From an optimization exercise on the open Yosys and OpenROAD flow, aimed at small area; shortcuts taken in it are not production practice. In this exercise RTL edits were held to simulation tests only and were not proved equivalent to the original. Power figures rest on the tool's default switching activity, not on a simulated workload.

--- config.mk ---
export PLATFORM = sky130hd
export DESIGN_NAME = fpga_top
export DESIGN_NICKNAME = fpga_top
export VERILOG_FILES = /design/flow/design.v
export SDC_FILE = /design/flow/constraint.sdc
export NUM_CORES = 4
export LEC_CHECK = 0
export CAP_MARGIN = 20
export CORE_MARGIN = 2
export CORE_UTILIZATION = 65
export CTS_BUF_LIST = sky130_fd_sc_hd__clkbuf_16
export CTS_CLUSTER_DIAMETER = 120
export CTS_CLUSTER_SIZE = 24
export GPL_TIMING_DRIVEN = 0
export PLACE_DENSITY = 0.75
export SLEW_MARGIN = 20
--- constraint.sdc ---
create_clock -name core_clock -period 12.0 [get_ports {WF_CLK}]
set_input_delay 2.4000 -clock core_clock [delete_from_list [all_inputs] [get_ports {WF_CLK}]]
set_output_delay 2.4000 -clock core_clock [all_outputs]
set_load 0.01 [all_outputs]
--- design.v ---
module fpga_top (
    input wire WF_CLK, WF_BUTTON,
    input wire rst,  
    input bump0, bump1, bump2, bump3, bump4, bump5,
    input wire motorL_encdr, motorR_encdr,
    input wire ir_snsrch0, ir_snsrch1, ir_snsrch2, ir_snsrch3,
            ir_snsrch4, ir_snsrch5, ir_snsrch6, ir_snsrch7,
    output wire ir_drive0, ir_drive1, ir_drive2, ir_drive3,
            ir_drive4, ir_drive5, ir_drive6, ir_drive7,
    output wire ir_evenLED, ir_oddLED,
    output wire motorL_pwm, motorR_pwm,
    output wire motorL_en, motorR_en,
    output reg motorL_dir, motorR_dir,
    output reg WF_LED
    );
    localparam INIT          = 4'd0;
    localparam WAIT          = 4'd1;
    localparam SEARCH        = 4'd2;
    localparam LINE_FOLLOW_1 = 4'd3;
    localparam LINE_FOLLOW_2 = 4'd4;
    localparam TURN_RIGHT    = 4'd5;
    localparam TURN_AROUND_1 = 4'd6;
    localparam TURN_AROUND_2 = 4'd7;
    localparam STEP_LF1      = 4'd8;   
    localparam STEP_TA2      = 4'd9;   
    localparam END           = 4'd10;
    localparam [20:0] TICKS = 21'd2000000;
    reg [3:0] state, next_state;
    function [23:0] inc24(input [23:0] a);
        integer j; reg c;
        begin
            c = 1'b1;
            for (j = 0; j < 24; j = j + 1) begin
                inc24[j] = a[j] ^ c;
                c = c & a[j];
            end
        end
    endfunction
    function [23:0] dec24(input [23:0] a);
        integer j; reg b;
        begin
            b = 1'b1;
            for (j = 0; j < 24; j = j + 1) begin
                dec24[j] = a[j] ^ b;
                b = b & ~a[j];
            end
        end
    endfunction
    function gt16(input [15:0] a, input [15:0] b);
        integer j; reg g;
        begin
            g = 1'b0;
            for (j = 0; j < 16; j = j + 1)
                g = (a[j] & ~b[j]) | ((a[j] | ~b[j]) & g);
            gt16 = g;
        end
    endfunction
    function [17:0] add18(input [17:0] a, input [17:0] b, input ci);
        integer j; reg c;
        begin
            c = ci;
            for (j = 0; j < 18; j = j + 1) begin
                add18[j] = a[j] ^ b[j] ^ c;
                c = (a[j] & b[j]) | (a[j] & c) | (b[j] & c);
            end
        end
    endfunction
    wire press = ~(bump0 & bump1 & bump2 & bump3 & bump4 & bump5);
    reg rst_d;
    always @(posedge WF_CLK) rst_d <= rst;
    wire [7:0] sns = {ir_snsrch7, ir_snsrch6, ir_snsrch5, ir_snsrch4,
                      ir_snsrch3, ir_snsrch2, ir_snsrch1, ir_snsrch0};
    reg [7:0] drv, wt;
    reg [127:0] cnt, ttd;
    integer i;
    always @(posedge WF_CLK) begin
        for (i = 0; i < 8; i = i + 1) begin
            if (rst) begin
                drv[i] <= 1'b0;
                wt[i] <= 1'b0;
            end else if (drv[i]) begin
                if (cnt[i*16+7] & cnt[i*16+5]) begin
                    drv[i] <= 1'b0;
                    wt[i] <= 1'b1;
                end
            end else if (wt[i]) begin
                if (!sns[i]) wt[i] <= 1'b0;
            end else begin
                drv[i] <= 1'b1;
            end
            if (rst || (!drv[i] && !wt[i]) ||
                (drv[i] && cnt[i*16+7] && cnt[i*16+5]))
                cnt[i*16 +: 16] <= 16'd0;
            else
                cnt[i*16 +: 16] <= inc24({8'd0, cnt[i*16 +: 16]});
            if (!drv[i] && !wt[i])
                ttd[i*16 +: 16] <= cnt[i*16 +: 16];
        end
    end
    assign {ir_drive7, ir_drive6, ir_drive5, ir_drive4,
            ir_drive3, ir_drive2, ir_drive1, ir_drive0} = drv;
    function [31:0] sort2(input [15:0] a, input [15:0] b);  
        sort2 = gt16(a, b) ? {b, a} : {a, b};
    endfunction
    wire [31:0] p01 = sort2(ttd[15:0], ttd[31:16]);
    wire [31:0] p23 = sort2(ttd[47:32], ttd[63:48]);
    wire [31:0] p45 = sort2(ttd[79:64], ttd[95:80]);
    wire [31:0] p67 = sort2(ttd[111:96], ttd[127:112]);
    wire [15:0] mnA = gt16(p01[31:16], p23[31:16]) ? p23[31:16] : p01[31:16];
    wire [15:0] mnB = gt16(p45[31:16], p67[31:16]) ? p67[31:16] : p45[31:16];
    wire [15:0] mxA = gt16(p01[15:0], p23[15:0]) ? p01[15:0] : p23[15:0];
    wire [15:0] mxB = gt16(p45[15:0], p67[15:0]) ? p45[15:0] : p67[15:0];
    wire [15:0] tmin = gt16(mnA, mnB) ? mnB : mnA;
    wire [15:0] tmax = gt16(mxA, mxB) ? mxA : mxB;
    wire [17:0] csa_a = {2'd0, tmin};
    wire [17:0] csa_b = {1'd0, tmin, 1'b0};
    wire [17:0] csa_c = {2'd0, tmax};
    wire [17:0] csa_s = csa_a ^ csa_b ^ csa_c;
    wire [17:0] csa_k = {(csa_a[16:0] & csa_b[16:0]) | (csa_a[16:0] & csa_c[16:0]) |
                         (csa_b[16:0] & csa_c[16:0]), 1'b0};
    function [17:0] addbk(input [17:0] a, input [17:0] b);
        reg [17:0] g, p, G, P;
        reg [18:0] c;
        integer j, d;
        begin
            g = a & b;
            p = a ^ b;
            G = g;
            P = p;
            for (d = 1; d < 18; d = d * 2)
                for (j = 2 * d - 1; j < 18; j = j + 2 * d) begin
                    G[j] = G[j] | (P[j] & G[j - d]);
                    P[j] = P[j] & P[j - d];
                end
            for (d = 8; d >= 1; d = d / 2)
                for (j = 3 * d - 1; j < 18; j = j + 2 * d) begin
                    G[j] = G[j] | (P[j] & G[j - d]);
                    P[j] = P[j] & P[j - d];
                end
            c[0] = 1'b0;
            for (j = 0; j < 18; j = j + 1)
                c[j + 1] = G[j];
            addbk = p ^ c[17:0];
        end
    endfunction
    wire [17:0] thr_sum = addbk(csa_s, csa_k);
    reg [15:0] threshold;
    always @(posedge WF_CLK) begin
        if (rst)
            threshold <= 16'd0;
        else if (state == INIT && press && !rst_d)
            threshold <= thr_sum[17:2];
    end
    wire [7:0] ir_color;  
    genvar g;
    generate
        for (g = 0; g < 8; g = g + 1) begin : color
            assign ir_color[g] = gt16(ttd[g*16 +: 16], threshold);
        end
    endgenerate
    wire on_track_raw = ir_color[3] | ir_color[4];
    wire right = &ir_color[3:0];
    wire left = &ir_color[7:4];
    wire lost_raw = ~|ir_color;
    wire pos_ok_raw = (ir_color[3] | ir_color[4]) &
                      (ir_color[7:5] == {ir_color[0], ir_color[1], ir_color[2]});
    wire goal_raw = ir_color[0] & ir_color[7] & ~&ir_color;
    wire [2:0] left_sum = ir_color[7] + ir_color[6] + ir_color[5] + ir_color[4];
    wire [2:0] right_sum = ir_color[0] + ir_color[1] + ir_color[2] + ir_color[3];
    localparam [17:0] DB_START = 18'h2215b;
    localparam [17:0] DB_ONE = 18'h042b6;   
    wire [3:0] db_in = {goal_raw, pos_ok_raw, lost_raw, on_track_raw};
    reg [3:0] db_out;
    reg [71:0] db_cnt;
    reg [3:0] db_ge, db_fix;
    always @(*)
        for (i = 0; i < 4; i = i + 1) begin
            db_fix[i] = &db_cnt[i*18 +: 17];
            db_ge[i] = db_fix[i] & db_cnt[i*18+17];
        end
    always @(posedge WF_CLK) begin
        for (i = 0; i < 4; i = i + 1) begin
            if (rst || rst_d || db_in[i] == db_out[i])
                db_cnt[i*18 +: 18] <= (rst_d && !rst && i == 1) ? DB_ONE : DB_START;
            else
                db_cnt[i*18 +: 18] <= {db_cnt[i*18 +: 17],
                                       ~(db_cnt[i*18+17] ^ db_cnt[i*18+10]) ^
                                       (db_fix[i] & ~db_cnt[i*18+17])};
            if (rst)
                db_out[i] <= 1'b0;
            else if (db_ge[i])
                db_out[i] <= db_in[i];
        end
    end
    wire on_track = db_out[0];
    wire lost = db_out[1];
    wire pos_ok = db_out[2];
    wire goal = db_out[3];
    reg [2:0] encL, encR;
    always @(posedge WF_CLK) begin
        encL <= {encL[1:0], motorL_encdr};
        encR <= {encR[1:0], motorR_encdr};
    end
    wire pulseL = encL[1] & ~encL[2];
    wire pulseR = encR[1] & ~encR[2];
    wire stepctl_en = (state == TURN_RIGHT) | (state == TURN_AROUND_1);
    reg stepL, stepR;
    reg [8:0] scL, scR;
    always @(posedge WF_CLK) begin
        if (rst | press) begin
            stepL <= 1'b0;
            stepR <= 1'b0;
        end else begin
            stepL <= stepL ? (scL != 9'd0) : stepctl_en;
            stepR <= stepR ? (scR != 9'd0) : stepctl_en;
        end
        scL <= stepL ? (pulseL ? dec24({15'd0, scL}) : scL) :
               (state == TURN_RIGHT) ? 9'd240 : 9'd360;
        scR <= stepR ? (pulseR ? dec24({15'd0, scR}) : scR) :
               (state == TURN_RIGHT) ? 9'd120 : 9'd360;
    end
    wire step_done = ~(stepL | stepR);
    wire speed_states = (state == SEARCH) | (state == LINE_FOLLOW_1) |
                        (state == LINE_FOLLOW_2) | (state == TURN_AROUND_2);
    assign motorL_en = speed_states | stepL;
    assign motorR_en = speed_states | stepR;
    localparam [20:0] TM_END = 21'h15f5a9;  
    wire en_any = motorL_en | motorR_en;
    reg act;
    reg [20:0] tm;
    reg [12:0] ecL, ecR;    
    reg [12:0] spL, spR;    
    wire upd = act & (tm == TM_END);
    wire count = act & ~upd;
    wire [12:0] targetL = (state == STEP_LF1) ? 13'd45 : 13'd22;
    wire [12:0] targetR = 13'd22;
    always @(posedge WF_CLK) begin
        act <= en_any;
        tm <= count ? {tm[19:0], ~(tm[20] ^ tm[18])} : 21'd0;
        ecL <= act ? add18({5'd0, ecL}, {5'd0, upd ? targetL : {13{pulseL}}}, 1'b0) : targetL;
        ecR <= act ? add18({5'd0, ecR}, {5'd0, upd ? targetR : {13{pulseR}}}, 1'b0) : targetR;
        if (~motorL_en)
            spL <= 13'd0;
        else if (upd)
            spL <= ecL;
        if (~motorR_en)
            spR <= 13'd0;
        else if (upd)
            spR <= ecR;
    end
    reg [13:0] pt;
    reg pwmL, pwmR;
    wire pt_end = &{pt[13:9], pt[7]};  
    always @(posedge WF_CLK) begin
        if (~en_any | pt_end)
            pt <= 14'd0;
        else
            pt <= inc24({10'd0, pt});
        if (rst | ~motorL_en)
            pwmL <= 1'b0;
        else if (pt_end)
            pwmL <= 1'b1;
        else if (gt16({2'd0, pt}, {spL, 3'd0}))
            pwmL <= 1'b0;
        if (rst | ~motorR_en)
            pwmR <= 1'b0;
        else if (pt_end)
            pwmR <= 1'b1;
        else if (gt16({2'd0, pt}, {spR, 3'd0}))
            pwmR <= 1'b0;
    end
    assign motorL_pwm = pwmL;
    assign motorR_pwm = pwmR;
    localparam [22:0] BL_16000 = 23'h15c220;  
    localparam [22:0] BL_LAST = 23'h400000;   
    reg [22:0] blink_lfsr;
    reg blink_hi, ir_led;
    always @(posedge WF_CLK) begin
        if (rst) begin
            blink_lfsr <= 23'd0;
            blink_hi <= 1'b0;
            ir_led <= 1'b0;
        end else begin
            blink_lfsr <= {blink_lfsr[21:0], ~(blink_lfsr[22] ^ blink_lfsr[17]) ^ (&blink_lfsr[21:0])};
            if (blink_lfsr == BL_LAST)
                blink_hi <= ~blink_hi;
            if (blink_lfsr == BL_16000)
                ir_led <= 1'b1;
        end
    end
    assign ir_evenLED = ir_led;
    assign ir_oddLED = ir_led;
    always @(posedge WF_CLK) begin
        if (rst)
            state <= INIT;
        else
            state <= next_state;
    end
    always @(*) begin
        next_state = state;
        WF_LED = 1'b1;
        motorL_dir = 1'b0;
        motorR_dir = 1'b0;
        case (state)
            INIT: begin
                WF_LED = 1'b0;
                next_state = INIT;
            end
            WAIT: next_state = WF_BUTTON ? WAIT : SEARCH;
            SEARCH: next_state = on_track ? LINE_FOLLOW_1 : SEARCH;
            LINE_FOLLOW_1: begin
                if (goal) next_state = END;
                else if (right) next_state = TURN_RIGHT;
                else if (left | pos_ok) next_state = LINE_FOLLOW_1;
                else if (~lost) next_state = LINE_FOLLOW_2;
                else next_state = TURN_AROUND_1;
            end
            LINE_FOLLOW_2: begin
                motorL_dir = left_sum > right_sum;
                motorR_dir = ~(left_sum > right_sum);
                next_state = (left_sum == right_sum) ? LINE_FOLLOW_1 : LINE_FOLLOW_2;
            end
            TURN_RIGHT: begin
                motorR_dir = 1'b1;
                next_state = STEP_LF1;
            end
            TURN_AROUND_1: begin
                motorR_dir = 1'b1;
                next_state = STEP_TA2;
            end
            TURN_AROUND_2: begin
                motorL_dir = 1'b1;
                motorR_dir = 1'b1;
                next_state = lost ? SEARCH : TURN_AROUND_2;
            end
            STEP_LF1: begin
                motorR_dir = 1'b1;
                next_state = step_done ? LINE_FOLLOW_1 : STEP_LF1;
            end
            STEP_TA2: begin
                motorR_dir = 1'b1;
                next_state = step_done ? TURN_AROUND_2 : STEP_TA2;
            end
            END: begin
                WF_LED = blink_hi;
                next_state = END;
            end
            default: next_state = INIT;
        endcase
        if (press) next_state = WAIT;
    end
endmodule
--- flow/run.sh ---
#!/bin/bash
# Standard layout, except that the combinational logic of the standard
# synthesis is re-mapped by ABC for area (every register instance is kept
# with its name and cell type), ports get buf_1 buffers, and CTS inserts no
# dummy loads. Each tool's output goes to its own log file here.
set -euo pipefail
F=$(cd "$(dirname "${BASH_SOURCE[0]}")" && pwd)
R=orfs/results/$FLOW_PLATFORM/fpga_top/base
export BUFFER_PORTS_ARGS="-buffer_cell sky130_fd_sc_hd__buf_1"
export CTS_ARGS="-sink_clustering_enable -repair_clock_nets -sink_clustering_size 24 -sink_clustering_max_diameter 120 -buf_list sky130_fd_sc_hd__clkbuf_16 -dont_use_dummy_load"
bash standard.sh synth > synth.log 2>&1
cp "$R/1_2_yosys.v" "$R/1_2_yosys_standard.v"
LIB="$FLOW_HOME/platforms/sky130hd/lib/sky130_fd_sc_hd__tt_025C_1v80.lib" \
SRC_NETLIST="$R/1_2_yosys_standard.v" DST_NETLIST="$R/1_2_yosys.v" \
ABC_SCRIPT="$F/abc_area.script" ABC_D=9000 \
  yosys -c "$F/reabc.tcl" > reabc.log 2>&1
rm -f "$R/1_synth.odb" "$R/1_synth.sdc"
bash standard.sh > layout.log 2>&1
--- flow/abc_area.script ---
strash
&get -n
&dch
&nf -R 1000
&put
topo
upsize -c
dnsize -c
&get -n
&dch
&nf -R 1000
&put
topo
upsize -c
dnsize -c
&get -n
&dch
&nf -R 1000
&put
topo
upsize -c
dnsize -c
--- flow/reabc.tcl ---
# Re-map the combinational logic of the standard synthesis netlist for area,
# keeping every register instance (name, cell type) as it is.
yosys -import
set lib $::env(LIB)
set src $::env(SRC_NETLIST)
set dst $::env(DST_NETLIST)
set script $::env(ABC_SCRIPT)
read_liberty -ignore_miss_func $lib
read_verilog $src
hierarchy -top fpga_top
blackbox sky130_fd_sc_hd__*df* sky130_fd_sc_hd__*dl* sky130_fd_sc_hd__tap* sky130_fd_sc_hd__conb*
flatten
hierarchy -top fpga_top
techmap
opt -purge
set du {}
foreach c {lpflow_bleeder_1 lpflow_clkbufkapwr_1 lpflow_clkbufkapwr_16 lpflow_clkbufkapwr_2 lpflow_clkbufkapwr_4 lpflow_clkbufkapwr_8 lpflow_clkinvkapwr_1 lpflow_clkinvkapwr_16 lpflow_clkinvkapwr_2 lpflow_clkinvkapwr_4 lpflow_clkinvkapwr_8 lpflow_decapkapwr_12 lpflow_decapkapwr_3 lpflow_decapkapwr_4 lpflow_decapkapwr_6 lpflow_decapkapwr_8 lpflow_inputiso0n_1 lpflow_inputiso0p_1 lpflow_inputiso1n_1 lpflow_inputiso1p_1 lpflow_inputisolatch_1 lpflow_isobufsrc_1 lpflow_isobufsrc_16 lpflow_isobufsrc_2 lpflow_isobufsrc_4 lpflow_isobufsrc_8 lpflow_isobufsrckapwr_16 lpflow_lsbuf_lh_hl_isowell_tap_1 lpflow_lsbuf_lh_hl_isowell_tap_2 lpflow_lsbuf_lh_hl_isowell_tap_4 lpflow_lsbuf_lh_isowell_4 lpflow_lsbuf_lh_isowell_tap_1 lpflow_lsbuf_lh_isowell_tap_2 lpflow_lsbuf_lh_isowell_tap_4 probe_p_8 probec_p_8} {
  lappend du -dont_use sky130_fd_sc_hd__$c
}
set fp [open abc.constr w]
puts $fp "set_driving_cell sky130_fd_sc_hd__buf_1"
puts $fp "set_load 5"
close $fp
abc -liberty $lib {*}$du -script $script -constr abc.constr -D $::env(ABC_D)
opt_clean -purge
setundef -zero
hilomap -singleton -hicell sky130_fd_sc_hd__conb_1 HI -locell sky130_fd_sc_hd__conb_1 LO
insbuf -buf sky130_fd_sc_hd__buf_4 A X
opt_clean -purge
read_liberty -lib $lib
hierarchy -top fpga_top
check -assert -mapped
stat -liberty $lib
write_verilog -noattr -nohex -nodec $dst
--- standard.sh ---
#!/bin/bash
# synth_recipe.tcl (not shown) runs the flow's synth.tcl, then flattens the netlist and writes it again
# the make line also repeats each setting of config.mk as NAME=value (left out here)
make -C /OpenROAD-flow-scripts/flow DESIGN_CONFIG=/design/flow/config.mk WORK_HOME=/design/flow/orfs CLKGATE_MAP_FILE= SYNTH_SCRIPT=/design/flow/synth_recipe.tcl "${@:-finish}"
==> results of run 1 <==
[stage by stage]
step | hold WS [ns] | cells
floorplan | 0.310 | 2670
global placement | 0.316 | 3173
detailed placement | 0.314 | 3185
CTS | 0.343 | 3210
global route | 0.346 | 3220
finish | 0.340 | 3220
[worst max-delay path: cells and delay by family, from the launching register on]
kind            cells  cell delay, ns
compound gates      6            0.92
fa+ha+maj          14            5.22
buf+inv             2            0.57
flops               1            0.52
simple gates        9            1.10
[state kept, by name (all words and copies together), names as in the netlist, 14 cells and up]
register    flops
cnt           128
ttd           128
db_cnt         72
blink_lfsr     23
tm             21
threshold      16
pt             14
[placed cells by master (no fill, tap or decap), drive strengths merged, types with 22 or more instances in the layout]
cell type,n
dfxtp,364
nor2,334
a21oi,279
o21ai,187
nand2,175
clkinv,154
edfxtp,146
nor3,100
and2,93
maj3,75
mux2i,72
o22ai,68
and3,64
xnor2,58
buf,56
nand2b,55
nor2b,53
a221oi,41
a211oi,40
nand3,29
o221ai,27
nand4,27
a31oi,27
clkbuf,25
o21a,23
xor2,23
a22oi,22
[final timing paths]
check             cells after the start  slack (ns)       endpoint
hold / removal                        0        0.34        encR[1]
setup reg to reg                     65        0.87  threshold[15]
setup / recovery                     31        0.70     motorR_dir
hold reg to reg                       0        0.34        encR[1]
[layout make-up]
cell class	count	area share (%)
tap	468	2.26
clock buffer	25	2.41
timing repair buffer	55	1.65
buffer	1	0.0290
multi-input combinational	2002	46.3
sequential	510	45.1
inverter	159	2.30
[metal layers]
layer | part of all wire (%) | vias to the layer above
met5 | 0 | -
met2 | 45 | 450
li1 | - | 9939
met1 | 48 | 9209
met3 | 5.0 | 53
met4 | 1.3 | 0
[power groups by stage]
stage | Combinational, uW | Sequential (uW) | Clock (uW)
final | 1230 | 1900 | 881
after global routing | 1370 | 1900 | 949
after CTS | 1180 | 1890 | 895
after detailed placement | 1170 | 1930 | 0
after global placement | 1130 | 1930 | 0
after floorplan | 964 | 1900 | 0
[timing repair]
| action | in CTS | in global routing |
|---|---|---|
| setup buffers | 0 | 6 |
| gates resized for setup | 0 | 3 |
| setup endpoints to repair | 0 | 5 |
==> impl_metrics.toml, run 1 <==
[run_status]
outcome = "timing/DRC/antenna clean"

[route]
wl_um = 53500
vias_per_cell = 6.10
final_antenna_net_count = 0
wl_per_cell_um = 16.6
drtIter0Drc = 1244
drc_errors = 0
vias = 19700
drt-pass1-iter-count = 8

[power]
switching_power_uw = 1310
vdd.ir_drop.worst_uv = 123
cellPowerDensity_nw_per_um2 = 155
power_frac_comb_pct = 30.6
sequentialPowerShare_pct = 47.4
p_int_uw = 2700
p_leak_uw = 0.00913
power_frac_clock_pct = 22.0
power.total_uw = 4000
sw_frac_of_total_pct = 32.7

[finish]
nets = 2773
syn_to_final_growth_pct = 7.13
fill_cells = 2871
regArea_sq_um = 11700
utilization_pct = 70.8
multiInputGateArea_sq_um = 12000
drive_gt1_share_pct = 3.49
fin_area_sq_um = 25900
n_antenna_cell = 0

[critical_path]
critPathMaxFanout = 10
cpMaxStageDelayCell = "dfxtp_1"
cp.arrival_ns = 8.90
crit_path_start = "threshold[1]"
worstPathRequired_ns = 9.60
timing.rr.start = "ttd[64]"
endpoint_kind = "output pin"
cp_common_cell = "maj3_1"
max_stage_delay_ns = 0.52
cp-start-kind = "flip-flop"
critical_path_class = "reg2out"

[floorplan]
io_pins = 36
initial_core_util_pct = 66.1
rows = 70
die_height_um = 197
core_sq_um = 36600
dieArea_sq_um = 38800
die_x_um = 197

[global_route]
busiest_layer = "met2"
grt_usage_pct = 27.2
grt_pass1_vias = 18100
use_met1_pct = 39.6
grt_use_met2_pct = 44.9
gr-total-overflow = 0
grt_max_degree = 45
antenna_found_initial = 0
grt_pass1_wl_um = 86900
grt_use_met3_pct = 2.69

[sta]
fin_worst_skew_ns = 0.0448
drv_slew = 0
timing.final.ws_setup_ns = 0.704
final_hold_viol_count = 0
timing.setup.tns_ns = 0
setup_viol = 0
fin_crit_sh_pct = 94.1
tightest_slew_ns = 1.05
relSlewSlack_pct = 29.7
min_period_ns = 11.30
rsz0062_at_grt = "false"
max_freq_mhz = 88.5

[clock_tree]
clock-root-buffer = "clkbuf_16"
cts_buffers = 25
cts.path.max_buffers = 3
clock_latency_ns = 0.58
cts_tree = "done"
cts_sinks = 510
postCtsHoldBufs = 0
cts_max_level = 1
clk_pin_slew_ns = 0.10

[placement]
preCtsSetupSlack_ns = 0.359
io_buffers = 35
dpl.hpwl_um = 39600
place.gp.congestion = 0.884
post_dp_cell_area_sq_um = 25200

[min_path]
hp-start = "encR[0]"
hp-class = "reg2reg"

[synthesis]
avgSynthCellArea_sq_um = 9.06
ys_warn_count = 1
syn_area_sq_um = 24200
netlist_instances = 2670
syn_nets = 2689

[run]
maxCapViolations = 0
==> run 2: changes to the inputs <==
--- a/config.mk
+++ b/config.mk
@@ -6,5 +6,5 @@
 export NUM_CORES = 4
 export LEC_CHECK = 0
-export CAP_MARGIN = 20
+export CAP_MARGIN = 5
 export CORE_MARGIN = 2
 export CORE_UTILIZATION = 65
@@ -14,3 +14,3 @@
 export GPL_TIMING_DRIVEN = 0
 export PLACE_DENSITY = 0.75
-export SLEW_MARGIN = 20
+export SLEW_MARGIN = 5
==> run 2 against run 1 <==
  * Still clean
  * Power down 0.26%
  * Maximum frequency down 0.45%
  * Synthesized cell count unchanged
  * Synthesized area unchanged
  * Via count up 1.0%
  * Flip-flop and latch count unchanged
  * Routed wire length up 0.54%
  * Sequential share of layout area up 0.093 points
  * Clock power down 0.6%
==> impl_metrics.toml, run 2 <==
[finish]
syn_to_final_growth_pct = 6.90
final_common_cell = "dfxtp_1"
instances_no_fill = 3221
mostFrequentLayoutCells = "dfxtp_1, nor2_1, a21oi_1, nand2_1, o21ai_0"
n_antenna_cell = 0
fill_cells = 2897
largestRegisters = "cnt x128, ttd x128, db_cnt x72"
drive_gt1_share_pct = 3.27
nets = 2774

[floorplan]
die_height_um = 197
die_x_um = 197
initial_core_util_pct = 66.1
core_sq_um = 36600
rows = 70
io_pins = 36
dieArea_sq_um = 38800

[route]
vias = 19800
vias_per_cell = 6.16
final_antenna_net_count = 0
wl_per_cell_um = 16.7
wl_um = 53800
drtIter0Drc = 1307
drc_errors = 0
drt-pass1-iter-count = 10

[sta]
drv_slew = 0
fin_crit_sh_pct = 94.6
tightest_slew_ns = 1.25
final_hold_viol_count = 0
fin_worst_skew_ns = 0.0388
timing.setup.tns_ns = 0
setup_viol = 0
min_period_ns = 11.35
relSlewSlack_pct = 16.4
fin_hold_ws_ns = 0.340
max_freq_mhz = 88.1
rsz0062_at_grt = "false"

[placement]
dpl.hpwl_um = 39600
io_buffers = 35
placed_cells = 3182
place.gp.congestion = 0.884

[critical_path]
path_buf_inv = 2
cp-start-kind = "flip-flop"
worstPathRequired_ns = 9.60
cpMaxStageDelayCell = "dfxtp_1"
max_stage_delay_ns = 0.53
critPathMaxFanout = 10
endpoint_kind = "output pin"
path_delay_family = "adder cells"
critical_path_class = "reg2out"
cp.arrival_ns = 8.95
cp_common_cell = "maj3_1"

[clock_tree]
postCtsHoldBufs = 0
clk_pin_slew_ns = 0.10
clock_latency_ns = 0.58
cts_max_level = 1
cts_buffers = 25
clock-root-buffer = "clkbuf_16"
cts_tree = "done"
cts_sinks = 510
cts.path.max_buffers = 3

[min_path]
hp-class = "reg2reg"

[global_route]
grt_pass1_wl_um = 87700
antenna_found_initial = 0
grt_usage_pct = 27.4
grt_pass1_vias = 18300
grt_max_degree = 58
gr-total-overflow = 0

[synthesis]
ys_warn_count = 1
syn_area_sq_um = 24200
syn_nets = 2689
avgSynthCellArea_sq_um = 9.06
netlist_instances = 2670

[run_status]
outcome = "timing/DRC/antenna clean"

[power]
p_leak_uw = 0.00911
cellPowerDensity_nw_per_um2 = 154
vdd.ir_drop.worst_uv = 143

[run]
maxCapViolations = 0
## run 2: metrics by stage
| step | total power [uW] | utilization (%) | setup WS (ns) | area (sq um) |
|---|---|---|---|---|
| global placement | 3060 | 68.0 | 0.323 | 24900 |
| detailed placement | 3100 | 68.3 | 0.319 | 25000 |
| CTS | 3960 | 70.0 | 0.312 | 25600 |
| floorplan | 2870 | - | 2.32 | 24200 |
| global route | 4220 | 70.6 | 0.0605 | 25900 |
| finish | 3990 | 70.6 | 0.654 | 25900 |
## run 2: path summary, 6_finish.rpt
kind                                    from  depth (start not counted)       endpoint  slack (ns)
worst min-delay path                 encR[0]                          0        encR[1]        0.34
worst min register to register       encR[0]                          0        encR[1]        0.34
worst max register to register       ttd[64]                         64  threshold[15]        0.85
worst max-delay path            threshold[1]                         31     motorR_dir        0.65
## run 2: layout make-up
class                      count  area [sq um]  share of cell area, %
inverter                     159           597                   2.31
timing repair buffer          53           347                   1.34
tap                          468           586                   2.26
buffer                         1          7.51                 0.0290
sequential                   510         11700                   45.1
multi-input combinational   2005         12000                   46.5
clock buffer                  25           626                   2.42
## run 2: power by group
group | total (uW) | leakage [uW] | internal, uW | switching (uW)
Clock | 876 | 0.000308 | 372 | 504
Combinational | 1220 | 0.00434 | 496 | 725
Sequential | 1900 | 0.00446 | 1820 | 72.8
Total | 3990 | 0.00911 | 2690 | 1300
## run 2: metal layers
layer | share of wire (%) | global-route usage (%) | vias up
li1 | - | - | 9952
met1 | 48 | 39.8 | 9307
met2 | 46 | 45.1 | 522
met3 | 5.1 | 2.55 | 66
met4 | 1.7 | 5.15 | 0
met5 | 0 | 0 | -
## run 2: repair_timing
item                       4_1_cts  5_1_grt
gates resized for setup          0        5
setup endpoints to repair        0        5
setup buffers                    0        6
==> run 3: changes to the inputs <==
--- a/flow/run.sh
+++ b/flow/run.sh
@@ -8,5 +8,5 @@
 R=orfs/results/$FLOW_PLATFORM/fpga_top/base
 export BUFFER_PORTS_ARGS="-buffer_cell sky130_fd_sc_hd__buf_1"
-export CTS_ARGS="-sink_clustering_enable -repair_clock_nets -sink_clustering_size 24 -sink_clustering_max_diameter 120 -buf_list sky130_fd_sc_hd__clkbuf_16 -dont_use_dummy_load"
+export CTS_ARGS="-sink_clustering_enable -repair_clock_nets -sink_clustering_size 28 -sink_clustering_max_diameter 130 -buf_list sky130_fd_sc_hd__clkbuf_16 -dont_use_dummy_load"
 bash standard.sh synth > synth.log 2>&1
 cp "$R/1_2_yosys.v" "$R/1_2_yosys_standard.v"
--- a/flow/abc_area.script
+++ b/flow/abc_area.script
@@ -21,2 +21,9 @@
 upsize -c
 dnsize -c
+&get -n
+&dch
+&nf -R 1000
+&put
+topo
+upsize -c
+dnsize -c
--- a/config.mk
+++ b/config.mk
@@ -10,6 +10,6 @@
 export CORE_UTILIZATION = 65
 export CTS_BUF_LIST = sky130_fd_sc_hd__clkbuf_16
-export CTS_CLUSTER_DIAMETER = 120
-export CTS_CLUSTER_SIZE = 24
+export CTS_CLUSTER_DIAMETER = 130
+export CTS_CLUSTER_SIZE = 28
 export GPL_TIMING_DRIVEN = 0
 export PLACE_DENSITY = 0.75
==> run 3 against run 2 <==
  * Register-to-register slack lost 0.25 ns
  * Core utilization increased by 0.87 points
  * Cell count increased by 1.4%
  * Clock skew increased by 0.034 ns
  * Power is 4.0% higher
  * Via count rose by 2.4%
  * Maximum frequency decreased by 0.45%
  * Design area rose by 0.99%
  * Global-route usage is 0.68 points higher
==> impl_metrics.toml, run 3 <==
[global_route]
grt_max_degree = 46
grt_use_met3_pct = 2.36
busiest_layer = "met2"
grt_use_met2_pct = 46.7
antenna_found_initial = 0
grt_pass1_wl_um = 89000
grt_usage_pct = 28.0
use_met1_pct = 40.1
gr-total-overflow = 0
grt_pass1_vias = 18400

[synthesis]
syn_nets = 2702
ys_warn_count = 1
syn_area_sq_um = 24100
avgSynthCellArea_sq_um = 8.97
netlist_instances = 2683

[clock_tree]
cts.path.max_buffers = 3
cts_tree = "done"
cts_sinks = 510
cts_max_level = 1
clock-root-buffer = "clkbuf_16"
clock_latency_ns = 0.57
postCtsHoldBufs = 0
clk_pin_slew_ns = 0.11
cts_buffers = 22

[min_path]
hp-class = "reg2reg"
hold_depth = 0

[route]
vias_per_cell = 6.23
drc_errors = 0
drt-pass1-iter-count = 7
drtIter0Drc = 1564
final_antenna_net_count = 0
wl_um = 56700
wl_per_cell_um = 17.4
vias = 20300

[sta]
timing.final.ws_setup_ns = 0.602
setup_viol = 0
min_period_ns = 11.40
fin_crit_sh_pct = 95.0
relSlewSlack_pct = 17.1
timing.setup.tns_ns = 0
drv_slew = 0
tightest_slew_ns = 1.24
final_hold_viol_count = 0
max_freq_mhz = 87.7
fin_worst_skew_ns = 0.0732

[run_status]
outcome = "timing/DRC/antenna clean"

[critical_path]
cp-start-kind = "flip-flop"
regToRegSetupSlack_ns = 0.60
crit_path_start = "ttd[34]"
max_stage_delay_ns = 0.43
rr_endpoint = "threshold[15]"
cpMaxStageDelayCell = "edfxtp_1"
endpoint_kind = "flip-flop"
critPathMaxFanout = 5
critical_path_class = "reg2reg"
crit_end = "threshold[15]"
r2r_cells = 65
cp.arrival_ns = 11.88
cp_common_cell = "a21oi_1"
worstPathRequired_ns = 12.49
timing.rr.start = "ttd[34]"

[floorplan]
die_height_um = 196
die_x_um = 196
initial_core_util_pct = 65.9
rows = 70
dieArea_sq_um = 38600
io_pins = 36
core_sq_um = 36500

[finish]
drive_gt1_share_pct = 5.01
largestRegisters = "cnt x128, ttd x128, db_cnt x72"
nets = 2817
mostFrequentLayoutCells = "dfxtp_1, nor2_1, a21oi_1, o21ai_0, nand2_1"
syn_to_final_growth_pct = 8.46
final_common_cell = "dfxtp_1"

[power]
vdd.ir_drop.worst_uv = 141
p_int_uw = 2740
switching_power_uw = 1410
power_frac_clock_pct = 19.9
power_frac_comb_pct = 33.9
sw_frac_of_total_pct = 34.1
p_leak_uw = 0.00920
sequentialPowerShare_pct = 46.2
cellPowerDensity_nw_per_um2 = 159

[placement]
preCtsSetupSlack_ns = -0.727
place.gp.congestion = 0.919
io_buffers = 35
dpl.hpwl_um = 40700

[run]
maxCapViolations = 0
## run 3: area by class of cell
cell class	count	area (sq um)
Multi-Input combinational cell	2002	12000
Sequential cell	510	11700
Fill cell	2874	10400
Inverter	181	679
Tap cell	468	586
Timing Repair Buffer	80	578
Clock buffer	22	551
Buffer	1	7.51
Antenna cell	1	2.50
## run 3: worst min-delay path by stage
stage            start       to
2_1_floorplan  encL[0]  encL[1]
3_3_place_gp   encL[0]  encL[1]
3_5_place_dp   encL[0]  encL[1]
4_1_cts        encL[0]  encL[1]
5_1_grt        encL[0]  encL[1]
6_report       encL[0]  encL[1]
## run 3: worst max-delay path: cells and delay by family (launching register included)
family          cells  cell delay, ns
simple gates       15            2.12
flops               1            0.43
xor+xnor            1            0.13
compound gates     35            5.20
mux                 3            0.94
buf+inv             5            0.59
fa+ha+maj           6            1.90
## run 3: metal layers
metal	up-vias	wire [um]
met1	9509	26000
met4	0	1400
met5	-	0
met2	626	26200
li1	10100	-
met3	87	3110
## run 3: repair_timing
action | in CTS | in global routing
hold endpoints to repair | 0 | 0
pin swaps | 1 | 6
endpoints found under the setup margin | 5 | 8
gates resized for setup | 1 | 28
setup buffers | 3 | 30
gates cloned | 4 | 7
## run 3: per-stage QoR
stage	power (uW)	instance area, sq um	util [%]	std cells	hold WS, ns
2_1_floorplan	2980	24100	-	2683	0.310
3_3_place_gp	3200	24800	67.9	3186	0.343
3_5_place_dp	3250	25000	68.5	3197	0.327
4_1_cts	4060	25600	70.2	3226	0.359
5_1_grt	4370	26100	71.5	3264	0.362
6_report	4150	26100	71.5	3265	0.353
## run 3: power by group through the flow
stage               combinational, uW  clock [uW]  sequential, uW
floorplan                        1060           0            1920
global placement                 1250           0            1950
detailed placement               1290           0            1950
CTS                              1310         837            1910
global route                     1550         890            1930
finish                           1410         827            1920
==> run 4: changes to the inputs <==
--- a/flow/run.sh
+++ b/flow/run.sh
@@ -8,5 +8,5 @@
 R=orfs/results/$FLOW_PLATFORM/fpga_top/base
 export BUFFER_PORTS_ARGS="-buffer_cell sky130_fd_sc_hd__buf_1"
-export CTS_ARGS="-sink_clustering_enable -repair_clock_nets -sink_clustering_size 28 -sink_clustering_max_diameter 130 -buf_list sky130_fd_sc_hd__clkbuf_16 -dont_use_dummy_load"
+export CTS_ARGS="-sink_clustering_enable -repair_clock_nets -sink_clustering_size 16 -sink_clustering_max_diameter 100 -buf_list sky130_fd_sc_hd__clkbuf_8 -dont_use_dummy_load"
 bash standard.sh synth > synth.log 2>&1
 cp "$R/1_2_yosys.v" "$R/1_2_yosys_standard.v"
--- a/flow/abc_area.script
+++ b/flow/abc_area.script
@@ -21,9 +21,2 @@
 upsize -c
 dnsize -c
-&get -n
-&dch
-&nf -R 1000
-&put
-topo
-upsize -c
-dnsize -c
==> config.mk (replaced) <==
export PLATFORM = sky130hd
export DESIGN_NAME = fpga_top
export DESIGN_NICKNAME = fpga_top
export VERILOG_FILES = /design/flow/design.v
export SDC_FILE = /design/flow/constraint.sdc
export NUM_CORES = 4
export LEC_CHECK = 0
export CAP_MARGIN = 20
export CORE_MARGIN = 2
export CORE_UTILIZATION = 70
export CTS_BUF_LIST = sky130_fd_sc_hd__clkbuf_8
export CTS_CLUSTER_DIAMETER = 100
export CTS_CLUSTER_SIZE = 16
export GPL_TIMING_DRIVEN = 0
export PLACE_DENSITY = 0.8
export SLEW_MARGIN = 20
==> run 4 against run 3 <==
  * Power fell by 5.1%
  * Hold slack got worse by 0.0053 ns
  * Largest cell class unchanged
  * Non-clock buffer count fell by 16
  * Flip-flop and latch count did not move
  * Critical path type is now reg2out
  * Largest power group unchanged
  * Via count fell by 0.68%
  * Routed wire length fell by 3.8%
==> impl_metrics.toml, run 4 <==
[run_status]
outcome = "timing/DRC/antenna clean"

[power]
cellPowerDensity_nw_per_um2 = 152
p_leak_uw = 0.00915
vdd.ir_drop.worst_uv = 131

[critical_path]
cp.arrival_ns = 8.96
cp-start-kind = "flip-flop"
path_buf_inv = 2
path_delay_family = "adder cells"
cpMaxStageDelayCell = "dfxtp_1"
max_stage_delay_ns = 0.54
critPathMaxFanout = 10
cp_common_cell = "maj3_1"
critical_path_class = "reg2out"
worstPathRequired_ns = 9.60
endpoint_kind = "output pin"

[global_route]
grt_pass1_vias = 18400
antenna_found_initial = 0
grt_pass1_wl_um = 86900
grt_max_degree = 45
grt_usage_pct = 29.3
gr-total-overflow = 0

[finish]
drive_gt1_share_pct = 4.29
multiInputGateArea_sq_um = 12000
final_common_cell = "dfxtp_1"
regArea_sq_um = 11700
nets = 2798
n_antenna_cell = 0
utilization_pct = 75.5
syn_to_final_growth_pct = 7.03
mostFrequentLayoutCells = "dfxtp_1, nor2_1, a21oi_1, nand2_1, o21ai_0"
fill_cells = 2469
instances_no_fill = 3232
largestRegisters = "cnt x128, ttd x128, db_cnt x72"

[floorplan]
dieArea_sq_um = 36100
rows = 68
die_height_um = 190
io_pins = 36
die_x_um = 190
core_sq_um = 34300
initial_core_util_pct = 70.5

[run]
maxCapViolations = 0

[synthesis]
avgSynthCellArea_sq_um = 9.06
syn_nets = 2689
ys_warn_count = 1
syn_area_sq_um = 24200
netlist_instances = 2670

[clock_tree]
cts.path.max_buffers = 3
cts_tree = "done"
cts_buffers = 38
clk_pin_slew_ns = 0.10
postCtsHoldBufs = 0
clock_latency_ns = 0.63
cts_sinks = 510
cts_max_level = 2
clock-root-buffer = "clkbuf_8"

[placement]
place.gp.congestion = 0.903
placed_cells = 3172
dpl.hpwl_um = 39800
io_buffers = 35

[sta]
relSlewSlack_pct = 26.3
tightest_slew_ns = 1.11
final_hold_viol_count = 0
fin_crit_sh_pct = 94.7
drv_slew = 0
timing.setup.tns_ns = 0
fin_hold_ws_ns = 0.348
min_period_ns = 11.36
max_freq_mhz = 88.0
setup_viol = 0
fin_worst_skew_ns = 0.0816

[route]
final_antenna_net_count = 0
wl_um = 54600
drtIter0Drc = 1722
drt-pass1-iter-count = 8
vias_per_cell = 6.25
wl_per_cell_um = 16.9
drc_errors = 0
vias = 20200

[min_path]
hp-class = "reg2reg"
run 4: changes by cell type in the layout (fill, tap and decap cells not counted), moves of 14 or more:
cell and change:
o22ai_1 -19, nand2b_1 +16, clkbuf_16 -22, maj3_1 +28, a21oi_1 +26, clkinv_1 -21, a211oi_1 +15, nand2_1 -43
o21ai_0 -63, buf_4 -16, o21a_1 +14, clkbuf_8 +38, nor2_1 +37
run 4: final timing paths:
check	startpoint	to	slack (ns)	cells past startpoint
max	threshold[1]	motorR_dir	0.64	31
min	encR[0]	encR[1]	0.35	0
max reg2reg	ttd[64]	threshold[14]	0.79	62
min reg2reg	encR[0]	encR[1]	0.35	0
run 4: report_power, final:
part,switching (uW),internal (uW),total (uW)
Clock,511,286,797
Combinational,739,507,1250
Sequential,72.4,1820,1900
Total,1320,2620,3940
run 4: layer usage:
metal	vias up	global-route usage, %	part of all wire (%)
met2	613	48.3	46
met5	-	0	0
met1	9496	41.2	46
li1	9988	-	-
met3	94	3.34	6.2
met4	0	8.11	2.1
run 4: metrics by stage:
step           setup slack, ns  total power (uW)  area (sq um)
2_1_floorplan             2.32              2870         24200
3_3_place_gp             0.521              3060         24900
3_5_place_dp             0.594              3100         25100
4_1_cts                  0.559              3880         25700
5_1_grt                -0.0431              4150         25900
6_report                 0.638              3940         25900
run 4: what timing repair did:
item / CTS / global route
buffers inserted: 0 / 14
endpoints found under the setup margin: 0 / 5
resized for setup: 0 / 4
run 4: cell type report:
class	instances	area share, %
multi-input cells	2005	46.4
flip-flops and latches	510	45.1
inverters	159	2.31
well taps	455	2.20
clock buffers	38	2.02
repair buffers	64	1.91
plain buffers	1	0.0290

what the ideal ports hide:
The flow's constraints put no driver on any port. The routed layouts listed below were extracted and timed again, unchanged, in two steps.
Step 1 assumes that a clkbuf_16 drives the clock port and a buf_2 every other input.
Step 2 also shifts input and output timing later by t, the mid clock arrival at the registers, as if the neighbouring blocks saw the same clock.
a / b / c = no drivers / after step 1 / after step 2; a / b = the first two.
run | t (ns) | slack for setup (ns) | hold WS [ns] | latest minus earliest clock arrival (ns) | slew at the worst register clock pin (ns)
run 1 | 0.618 | 0.704 / 0.646 / 0.870 | 0.340 / 0.340 / 0.340 | 0.046 / 0.046 | 0.10 / 0.10
run 2 | 0.618 | 0.654 / 0.597 / 0.845 | 0.340 / 0.340 / 0.340 | 0.039 / 0.038 | 0.10 / 0.10
run 3 | 0.592 | 0.602 / 0.602 / 0.602 | 0.353 / 0.353 / 0.353 | 0.073 / 0.073 | 0.11 / 0.11
run 4 | 0.633 | 0.638 / 0.591 / 0.794 | 0.348 / 0.348 / 0.348 | 0.081 / 0.081 | 0.11 / 0.11
After both steps every run listed still meets setup and hold.
